What follows belongs to an exercise in optimizing a design on an open flow for small area, a short achievable clock period and few clock cycles; a production flow would make more cautious choices. Function was checked by simulation only, so behaviour that the tests miss may differ from the original. Power is estimated from default activity; no workload was simulated.

<file path="flow/config.mk">
export PLATFORM = sky130hd
export DESIGN_NAME = conv_engine_array
export DESIGN_NICKNAME = conv_engine_array
export VERILOG_FILES = /design/flow/design.v
export SDC_FILE = /design/flow/constraint.sdc
export NUM_CORES = 4
export LEC_CHECK = 0
export CAP_MARGIN = 20
export CORE_MARGIN = 2
export CORE_UTILIZATION = 45
export PLACE_DENSITY = 0.6
export SLEW_MARGIN = 20
</file>
<file path="flow/constraint.sdc">
create_clock -name core_clock -period 13.5 [get_ports {clk}]
set_input_delay 2.7000 -clock core_clock [delete_from_list [all_inputs] [get_ports {clk}]]
set_output_delay 2.7000 -clock core_clock [all_outputs]
set_load 0.01 [all_outputs]
</file>
<file path="flow/design.v">
`default_nettype none
module mac_array_32x32 #(
    parameter int ROWS = 32,
    parameter int COLS = 32
) (
    input  logic        clk,
    input  logic        rst_n,
    input  logic        valid,            
    input  logic        clear_acc,        
    input  wire  [COLS*8-1:0]  act_in_flat,       
    input  wire  [ROWS*COLS*8-1:0] w_in_flat,    
    output wire  [ROWS*32-1:0] acc_out_flat,          
    output logic        done                          
);
    reg signed [31:0] acc [0:ROWS-1];
    integer r, c;
    logic signed [31:0] partial;
    logic signed [15:0] prod16;
    always_ff @(posedge clk or negedge rst_n) begin
        if (!rst_n) begin
            for (r = 0; r < ROWS; r = r + 1)
                acc[r] <= 32'sd0;
            done <= 1'b0;
        end else begin
            done <= valid;
            if (valid) begin
                for (r = 0; r < ROWS; r = r + 1) begin
                    partial = 32'sd0;
                    for (c = 0; c < COLS; c = c + 1) begin
                        prod16 = $signed(w_in_flat[(r * COLS + c)*8 +: 8]) * $signed(act_in_flat[c*8 +: 8]);
                        partial = partial + {{16{prod16[15]}}, prod16};
                    end
                    if (clear_acc)
                        acc[r] <= partial;
                    else
                        acc[r] <= acc[r] + partial;
                end
            end
        end
    end
    genvar gi;
    generate
        for (gi = 0; gi < ROWS; gi = gi + 1) begin : gen_pack
            assign acc_out_flat[gi*32 +: 32] = acc[gi];
        end
    endgenerate
endmodule
`default_nettype wire
`default_nettype none
module post_process_array #(
    parameter int LANES   = 32,
    parameter int SCALE_Q = 16
) (
    input  logic        clk,
    input  logic        rst_n,
    input  logic        valid,
    input  wire  [LANES*32-1:0] acc_in_flat,    
    input  wire  [LANES*32-1:0] bias_flat,      
    input  logic [15:0]        scale,
    input  logic               skip_relu,       
    output wire  [LANES*8-1:0] result_flat,     
    output wire  [LANES*32-1:0] result_int32_flat,  
    output reg                 done
);
    reg v1, v2, v3;
    reg signed [31:0] biased_r [0:LANES-1];
    reg signed [31:0] relu_r [0:LANES-1];
    reg signed [7:0] result_int [0:LANES-1];
    wire signed [47:0] prod_w  [0:LANES-1];
    wire signed [31:0] rnd_w   [0:LANES-1];
    wire signed [7:0]  clamp_w [0:LANES-1];
    genvar gi;
    generate
        for (gi = 0; gi < LANES; gi = gi + 1) begin : gen_pp
            assign prod_w[gi]  = relu_r[gi] * $signed({1'b0, scale});
            assign rnd_w[gi]   = prod_w[gi] >>> SCALE_Q;
            assign clamp_w[gi] = (rnd_w[gi] > 32'sd127)  ? 8'sd127  :
                                 (rnd_w[gi] < -32'sd128) ? -8'sd128 :
                                 rnd_w[gi][7:0];
            assign result_flat[gi*8 +: 8] = result_int[gi];
            assign result_int32_flat[gi*32 +: 32] = relu_r[gi];
        end
    endgenerate
    integer i;
    always @(posedge clk or negedge rst_n) begin
        if (!rst_n) begin
            v1 <= 1'b0;
            v2 <= 1'b0;
            v3 <= 1'b0;
            done <= 1'b0;
            for (i = 0; i < LANES; i = i + 1) begin
                biased_r[i]   <= 32'sd0;
                relu_r[i]     <= 32'sd0;
                result_int[i] <= 8'sd0;
            end
        end else begin
            v1 <= valid;
            v2 <= v1;
            v3 <= v2;
            done <= v3;
            if (valid) begin
                for (i = 0; i < LANES; i = i + 1)
                    biased_r[i] <= $signed(acc_in_flat[i*32 +: 32]) + $signed(bias_flat[i*32 +: 32]);
            end
            if (v1) begin
                for (i = 0; i < LANES; i = i + 1)
                    relu_r[i] <= skip_relu ? biased_r[i] :
                                 ((biased_r[i][31] == 1'b0) ? biased_r[i] : ((biased_r[i] >>> 3) - (biased_r[i] >>> 5)));
            end
            if (v2) begin
                for (i = 0; i < LANES; i = i + 1)
                    result_int[i] <= clamp_w[i];
            end
        end
    end
endmodule
`default_nettype wire
`default_nettype none
module conv_engine_array #(
    parameter int ROWS    = 4,
    parameter int COLS    = 4,
    parameter int SCALE_Q = 16
) (
    input  logic        clk,
    input  logic        rst_n,
    input  logic        start,
    input  logic [10:0] c_in,
    input  logic [10:0] c_out,
    input  logic [3:0]  kernel_size,      
    output logic [12:0] patch_rd_addr,
    input  logic [COLS*8-1:0] patch_rd_data_wide,   
    output logic [21:0] weight_rd_addr,
    input  logic [COLS*8-1:0] weight_rd_data_wide,  
    output logic [8:0]  bias_rd_ch,
    input  logic signed [31:0] bias_rd_data,
    input  logic [15:0] scale,
    input  logic        skip_relu,      
    output logic        out_valid,
    output logic [8:0]  out_ch_base,
    output logic [5:0]  out_count,        
    output wire  [ROWS*8-1:0] out_data_flat,    
    output wire  [ROWS*32-1:0] out_int32_flat,  
    output logic        done
);
    reg signed [7:0] act_reg  [0:COLS-1];
    reg signed [7:0] w_reg    [0:ROWS*COLS-1];    
    reg signed [31:0] bias_reg [0:ROWS-1];
    logic        arr_valid, arr_clear, arr_done;
    wire [ROWS*32-1:0] acc_flat;
    wire [COLS*8-1:0]  act_flat;
    wire [ROWS*COLS*8-1:0] w_flat;
    wire [ROWS*32-1:0] bias_flat;
    wire [ROWS*32-1:0] arr_acc_flat;
    mac_array_32x32 #(.ROWS(ROWS), .COLS(COLS)) u_mac_array (
        .clk(clk), .rst_n(rst_n),
        .valid(arr_valid), .clear_acc(arr_clear),
        .act_in_flat(act_flat), .w_in_flat(w_flat),
        .acc_out_flat(acc_flat), .done(arr_done)
    );
    reg signed [31:0] arr_acc [0:ROWS-1];
    logic        pp_valid, pp_done;
    wire [ROWS*8-1:0] pp_result_flat;
    wire [ROWS*32-1:0] pp_result_int32_flat;
    post_process_array #(.LANES(ROWS), .SCALE_Q(SCALE_Q)) u_post (
        .clk(clk), .rst_n(rst_n),
        .valid(pp_valid),
        .acc_in_flat(arr_acc_flat), .bias_flat(bias_flat), .scale(scale),
        .skip_relu(skip_relu),
        .result_flat(pp_result_flat),
        .result_int32_flat(pp_result_int32_flat),
        .done(pp_done)
    );
    reg signed [7:0] pp_result [0:ROWS-1];
    reg signed [31:0] pp_result_int32 [0:ROWS-1];
    reg signed [7:0] out_data_int [0:ROWS-1];
    reg signed [31:0] out_data_int32 [0:ROWS-1];
    genvar gk;
    generate
        for (gk = 0; gk < COLS; gk = gk + 1) begin : gen_act_pack
            assign act_flat[gk*8 +: 8] = act_reg[gk];
        end
        for (gk = 0; gk < ROWS*COLS; gk = gk + 1) begin : gen_w_pack
            assign w_flat[gk*8 +: 8] = w_reg[gk];
        end
        for (gk = 0; gk < ROWS; gk = gk + 1) begin : gen_acc_pack
            assign bias_flat[gk*32 +: 32] = bias_reg[gk];
            assign arr_acc_flat[gk*32 +: 32] = arr_acc[gk];
        end
        for (gk = 0; gk < ROWS; gk = gk + 1) begin : gen_out_pack
            assign out_data_flat[gk*8 +: 8] = out_data_int[gk];
            assign out_int32_flat[gk*32 +: 32] = out_data_int32[gk];
        end
    endgenerate
    logic [10:0] k_sq;            
    logic [20:0] macs_per_ch;     
    typedef enum logic [3:0] {
        S_IDLE,
        S_INIT,
        S_BIAS_REQ,
        S_BIAS_LATCH,
        S_WLOAD_ROW,
        S_WLOAD_LATCH,
        S_ALOAD,
        S_ALOAD_LATCH,
        S_MAC_FIRE,
        S_MAC_WAIT,
        S_POST_PROCESS,
        S_PP_WAIT,
        S_OUTPUT,
        S_DONE
    } state_t;
    state_t state;
    integer cout_base;
    integer cin_base;
    integer kpos;
    logic   first_mac;            
    integer ld_r;                
    integer ld_b;                
    integer active_rows;         
    integer cin_actual;          
    integer ii, jj;              
    always_ff @(posedge clk or negedge rst_n) begin
        if (!rst_n) begin
            state       <= S_IDLE;
            arr_valid   <= 1'b0;
            arr_clear   <= 1'b0;
            pp_valid    <= 1'b0;
            out_valid   <= 1'b0;
            done        <= 1'b0;
            patch_rd_addr  <= 13'd0;
            weight_rd_addr <= 22'd0;
            bias_rd_ch     <= 9'd0;
            out_ch_base    <= 9'd0;
            out_count      <= 6'd0;
            cout_base <= 0; cin_base <= 0; kpos <= 0;
            first_mac <= 1'b0;
            ld_r <= 0; ld_b <= 0;
            for (ii = 0; ii < ROWS; ii = ii + 1) begin
                arr_acc[ii]          <= 32'sd0;
                pp_result[ii]        <= 8'sd0;
                pp_result_int32[ii]  <= 32'sd0;
                out_data_int[ii]     <= 8'sd0;
                out_data_int32[ii]   <= 32'sd0;
            end
        end else begin
            arr_valid <= 1'b0;
            pp_valid  <= 1'b0;
            out_valid <= 1'b0;
            done      <= 1'b0;
            case (state)
                S_IDLE: begin
                    if (start) state <= S_INIT;
                end
                S_INIT: begin
                    k_sq        <= (kernel_size == 4'd3) ? 11'd9 : 11'd1;
                    macs_per_ch <= (kernel_size == 4'd3) ? (c_in * 21'd9) : {10'd0, c_in};
                    cout_base   <= 0;
                    for (ii = 0; ii < ROWS; ii = ii + 1) begin
                        act_reg[ii]  <= 8'sd0;
                        bias_reg[ii] <= 32'sd0;
                        for (jj = 0; jj < COLS; jj = jj + 1)
                            w_reg[ii*COLS+jj] <= 8'sd0;
                    end
                    ld_b  <= 0;
                    state <= S_BIAS_REQ;
                end
                S_BIAS_REQ: begin
                    active_rows = (cout_base + ROWS <= c_out) ? ROWS : (c_out - cout_base);
                    if (ld_b < active_rows) begin
                        bias_rd_ch <= (cout_base + ld_b);
                        state      <= S_BIAS_LATCH;
                    end else begin
                        for (ii = 0; ii < ROWS; ii = ii + 1)
                            if (ii >= active_rows) bias_reg[ii] <= 32'sd0;
                        kpos      <= 0;
                        cin_base  <= 0;
                        first_mac <= 1'b1;
                        ld_r      <= 0;
                        for (ii = 0; ii < ROWS; ii = ii + 1) begin
                            act_reg[ii] <= 8'sd0;
                            for (jj = 0; jj < COLS; jj = jj + 1)
                                w_reg[ii*COLS+jj] <= 8'sd0;
                        end
                        state <= S_WLOAD_ROW;
                    end
                end
                S_BIAS_LATCH: begin
                    bias_reg[ld_b] <= bias_rd_data;
                    ld_b  <= ld_b + 1;
                    state <= S_BIAS_REQ;
                end
                S_WLOAD_ROW: begin
                    active_rows = (cout_base + ROWS <= c_out) ? ROWS : (c_out - cout_base);
                    if (ld_r < active_rows) begin
                        weight_rd_addr <= (cout_base + ld_r) * macs_per_ch +
                                         kpos * c_in + cin_base;
                        state <= S_WLOAD_LATCH;
                    end else begin
                        state <= S_ALOAD;
                    end
                end
                S_WLOAD_LATCH: begin
                    cin_actual = (cin_base + COLS <= c_in) ? COLS : (c_in - cin_base);
                    for (jj = 0; jj < COLS; jj = jj + 1) begin
                        if (jj < cin_actual)
                            w_reg[ld_r*COLS+jj] <= $signed(weight_rd_data_wide[jj*8 +: 8]);
                        else
                            w_reg[ld_r*COLS+jj] <= 8'sd0;
                    end
                    ld_r  <= ld_r + 1;
                    state <= S_WLOAD_ROW;
                end
                S_ALOAD: begin
                    patch_rd_addr <= kpos * c_in + cin_base;
                    state <= S_ALOAD_LATCH;
                end
                S_ALOAD_LATCH: begin
                    cin_actual = (cin_base + COLS <= c_in) ? COLS : (c_in - cin_base);
                    for (jj = 0; jj < COLS; jj = jj + 1) begin
                        if (jj < cin_actual)
                            act_reg[jj] <= $signed(patch_rd_data_wide[jj*8 +: 8]);
                        else
                            act_reg[jj] <= 8'sd0;
                    end
                    state <= S_MAC_FIRE;
                end
                S_MAC_FIRE: begin
                    arr_valid <= 1'b1;
                    arr_clear <= first_mac;
                    first_mac <= 1'b0;
                    state     <= S_MAC_WAIT;
                end
                S_MAC_WAIT: begin
                    if (arr_done) begin
                        if (cin_base + COLS < c_in) begin
                            cin_base <= cin_base + COLS;
                            ld_r <= 0;
                            state <= S_WLOAD_ROW;
                        end
                        else if (kpos + 1 < k_sq) begin
                            kpos     <= kpos + 1;
                            cin_base <= 0;
                            ld_r <= 0;
                            state <= S_WLOAD_ROW;
                        end
                        else begin
                            for (ii = 0; ii < ROWS; ii = ii + 1)
                                arr_acc[ii] <= $signed(acc_flat[ii*32 +: 32]);
                            state <= S_POST_PROCESS;
                        end
                    end
                end
                S_POST_PROCESS: begin
                    pp_valid <= 1'b1;
                    state    <= S_PP_WAIT;
                end
                S_PP_WAIT: begin
                    if (pp_done) begin
                        for (ii = 0; ii < ROWS; ii = ii + 1) begin
                            pp_result[ii] <= $signed(pp_result_flat[ii*8 +: 8]);
                            pp_result_int32[ii] <= $signed(pp_result_int32_flat[ii*32 +: 32]);
                        end
                        state <= S_OUTPUT;
                    end
                end
                S_OUTPUT: begin
                    active_rows = (cout_base + ROWS <= c_out) ? ROWS : (c_out - cout_base);
                    out_valid   <= 1'b1;
                    out_ch_base <= cout_base[8:0];
                    out_count   <= active_rows[5:0];
                    for (ii = 0; ii < ROWS; ii = ii + 1) begin
                        out_data_int[ii]   <= pp_result[ii];
                        out_data_int32[ii] <= pp_result_int32[ii];
                    end
                    if (cout_base + ROWS < c_out) begin
                        cout_base <= cout_base + ROWS;
                        ld_b      <= 0;
                        state     <= S_BIAS_REQ;
                    end else begin
                        state <= S_DONE;
                    end
                end
                S_DONE: begin
                    done  <= 1'b1;
                    state <= S_IDLE;
                end
                default: state <= S_IDLE;
            endcase
        end
    end
endmodule
`default_nettype wire
</file>
<file path="flow/run.sh">
#!/bin/bash
# synth_recipe.tcl (not shown) runs the flow's synth.tcl, then flattens the netlist and writes it again
# the make line also repeats each setting of config.mk as NAME=value (left out here)
make -C /OpenROAD-flow-scripts/flow DESIGN_CONFIG=/design/flow/config.mk WORK_HOME=/design/flow/orfs CLKGATE_MAP_FILE= SYNTH_SCRIPT=/design/flow/synth_recipe.tcl finish
</file>
==> run notes <==
## where the power goes
part	switching (W)	internal [W]	leakage [nW]	total, W
combinational	0.0130	0.00965	87.6	0.0227
sequential	0.00000398	0.00430	17.0	0.00430
clock	0.00214	0.00299	2.99	0.00513
## cells in the mapped netlist (200+ instances only)
cell      number  area, sq um
mux2_2       259         2920
clkbuf_1     805         3020
ha_1        1581        19800
nand2_1     2862        10700
nor3_1       204         1020
xor2_1       232         2030
xnor2_1      674         5900
a21o_1       229         1720
edfxtp_1     304         9130
inv_1       4190        15700
o21ai_0      497         2490
nor2_1       826         3100
nand3_1      200         1000
a21oi_1      939         4700
fa_1        3352        67100
and2_1      1704        10700
dfrtp_1     1092        27300
## worst register-to-register path, delay by kind of cell, from the launching register on
family / cells / cell delay (ps)
XOR/XNOR: 3 / 1170
adder cells (fa/ha/maj): 10 / 4600
AND/OR/NAND/NOR: 6 / 1620
buffers and inverters: 5 / 380
flip-flops: 1 / 940
AO/OA/AOI/OAI: 15 / 3230
## per-layer routing
metal | global-route usage, % | up-vias | share of wire, %
li1 | - | 67600 | -
met4 | 6.67 | 12 | 3.0
met2 | 41.6 | 3419 | 47
met3 | 3.11 | 693 | 5.3
met1 | 34.4 | 74200 | 44
met5 | 0 | - | 0.015
## cells in the final DEF (no fill, tap or decap), drive strengths merged, types with 61 or more instances in the layout
master,count
nand3,201
clkdlybuf4s50,340
nand2,2865
xor2,232
inv,4206
nand2b,183
o21bai,188
dfrtp,1092
mux2,338
edfxtp,304
ha,1581
nand4,90
nor3,205
o211ai,61
a31oi,92
or3,78
a21o,229
o21ai,534
mux2i,73
o21a,87
a21oi,940
and2,1711
xnor2,674
nor2b,101
nor2,827
and3,94
clkbuf,253
buf,368
fa,3352
## cells by family (layout without fill, tap and decap cells)
group	count (synthesis)	in the layout	synth area share [%]
buffers and inverters	5079	5235	9.46
other	2	25	0.00372
XOR/XNOR	912	912	4.00
multiplexers	411	411	2.25
flip-flops	1396	1396	18.0
AO/OA/AOI/OAI	2539	2539	7.75
AND/OR/NAND/NOR	6529	6529	15.5
adder cells (fa/ha/maj)	4933	4933	43.0
## metrics by stage
stage	power, W	setup TNS, ps	hold WS, ps	utilization (%)
2_1_floorplan	0.0216	0	331	-
3_3_place_gp	0.0266	-876	445	47.5
3_5_place_dp	0.0268	-883	448	47.5
4_1_cts	0.0322	0	424	48.8
5_1_grt	0.0353	0	467	48.8
6_report	0.0321	0	430	48.9
## timing repair
| action | 4_1_cts | 5_1_grt |
|---|---|---|
| hold buffers | 0 | 0 |
| resized for setup | 0 | 11 |
| endpoints found under the setup margin | 0 | 1 |
## layout make-up
type,count,area [sq um]
antenna,16,40.0
clock buffer,251,5140
clock inverter,78,1050
fill,42800,229000
inverter,4195,15800
multi-input combinational,15300,147000
sequential,1396,36500
tap,5952,7450
timing repair buffer,711,6340
## worst max path at each step
stage / start / endpoint / slack, ps / depth (start not counted)
after floorplan: c_in[2] / weight_rd_addr[21] / 150 / 45
after global placement: c_in[4] / weight_rd_addr[21] / -880 / 44
after detailed placement: c_in[4] / weight_rd_addr[21] / -880 / 44
after CTS: c_in[4] / weight_rd_addr[21] / 120 / 44
after global routing: c_in[5] / weight_rd_addr[21] / 60 / 44
final: c_in[5] / weight_rd_addr[21] / 590 / 41
==> results.py <==
metrics = {
    "timing": {
        "worst_pin_slew_ps": 1200,
        "setup_viol": 0,
        "rsz0062_at_grt": "no",
        "fin_worst_skew_ps": 90.0,
        "finalHoldViolCount": 0,
        "drv_slew": 0,
        "layout_min_cycle_time_ps": 12910,
        "fin_ws_ps": 595,
        "fmax_ghz": 0.0775,
        "slew_headroom_pct": 20.1,
        "period_share_pct": 95.6,
    },
    "min_path": {
        "hp-start": "pp_result_int32[3][17]",
        "min_path_cells": 2,
        "hold_class": "reg -> reg",
        "whs_endpoint": "out_data_int32[3][17]",
    },
    "finish": {
        "layout.cells.non_filler": 27900,
        "area_delta_synth_final_pct": 8.36,
        "drive_gt1_share_pct": 4.64,
        "final_nets": 26900,
        "design_area_sq_um": 219000,
    },
    "worst_setup_path": {
        "worstPathArrival_ps": 13700,
        "cp-start-kind": "primary input",
        "cp.buffers_inverters": 9,
        "critPathMaxFanout": 6,
        "reg2reg_from": "act_reg[1][0]",
        "slowest_delay_ps": 620,
        "worstSetupPathType": "in -> reg",
        "ff2ff_setup_slack_ps": 1420,
        "cp.required_ps": 14300,
        "r2r_cells": 39,
        "cpLargestDelayFamily": "adder cells",
        "cp_slowest_cell": "a2111oi_0",
        "cp-end-kind": "register",
        "r2r_end": "u_mac_array.acc[1][29]",
    },
    "clock_tree": {
        "clock_sinks": 1396,
        "cts_buffers": 181,
        "cts_tree": "done",
        "htreeDepth": 4,
        "clk_pin_slew_worst_paths_ps": 60,
        "clk_latency_ps": 950,
        "cts_root_buffer": "clkbuf_16",
        "clock_path_buffers": 4,
        "cts_setup_buffers": 0,
    },
    "floorplanning": {
        "die_h_um": 674,
        "start_util_pct": 45.1,
        "dieArea_sq_um": 454000,
        "core_sq_um": 448000,
        "ioPinCount": 363,
        "fp.dieW_um": 674,
        "std_cell_rows": 246,
    },
    "placed_design": {
        "portBuffers": 360,
        "dpl_cell_area_sq_um": 213000,
        "dp_cells": 27600,
        "pre_cts_ws_ps": -883,
        "place_hpwl_um": 440000,
        "gp_congestion": 0.888,
    },
    "drt": {
        "post_drt_wl_per_cell_um": 19.9,
        "vias": 146000,
        "vias_per_cell": 5.22,
        "postRouteAntennaNets": 0,
        "route.detailed.drc": 0,
        "drt_wl_total_um": 555000,
        "dr.first_iter.drc_count": 9116,
        "dr.pass1.iters": 6,
    },
    "power_and_ir_drop": {
        "ir_drop_mv": 0.433,
        "powerDensity_nw_per_um2": 147,
        "p_leak_nw": 108,
    },
    "flow_run": {
        "maxCapViolCount": 0,
    },
    "synth": {
        "ys_seq_area_share_pct": 18.0,
        "synthesis.area_sq_um": 202000,
        "synthFlopType": "dfrtp_1",
        "synth_async_sr_flop_share_pct": 78.2,
        "ys_warn_count": 15,
        "yosysUniqueCellTypes": 105,
        "syn_inst": 21800,
        "synth_area_per_cell_sq_um": 9.27,
        "synth_seq_cells": 1396,
        "synth_edf_count": 304,
    },
    "global_route": {
        "grt_pass1_wl_um": 885000,
        "grt_usage_pct": 24.9,
        "grt_pass1_vias": 152000,
        "grt-ovfl-total": 0,
        "antenna_found_initial": 36,
        "grt_max_degree": 167,
    },
    "status": {
        "status": "complete, no violations",
    },
}
Testbench counts, summed over its fixed seeds: cycles 56,830.

==> afterwards: timing with drivers on the ports <==
The results above use ideal ports. As a check the final layout listed here was re-extracted and re-timed, cells and wires unchanged. Step 1 assumes that a clkbuf_16 drives the clock port and a buf_2 every other input. Step 2, shift: input delay + t, output delay - t, t = (earliest + latest rising clock arrival at the registers) / 2. This alone moves slack from input paths to output paths. a / b / c = ideal ports / drivers / drivers and shift; a / b = the first two.
t, ns: 1.026
setup slack, ns: 0.595 / 0.686 / -0.341
slew at the worst register clock pin (ns): 0.07 / 0.07
pins driven straight from the clock port: 1
Met with ideal ports but missed after step 2: setup timing in this run. The setup slack of this run moves by +0.091 ns with the drivers and by -0.936 ns with both steps.
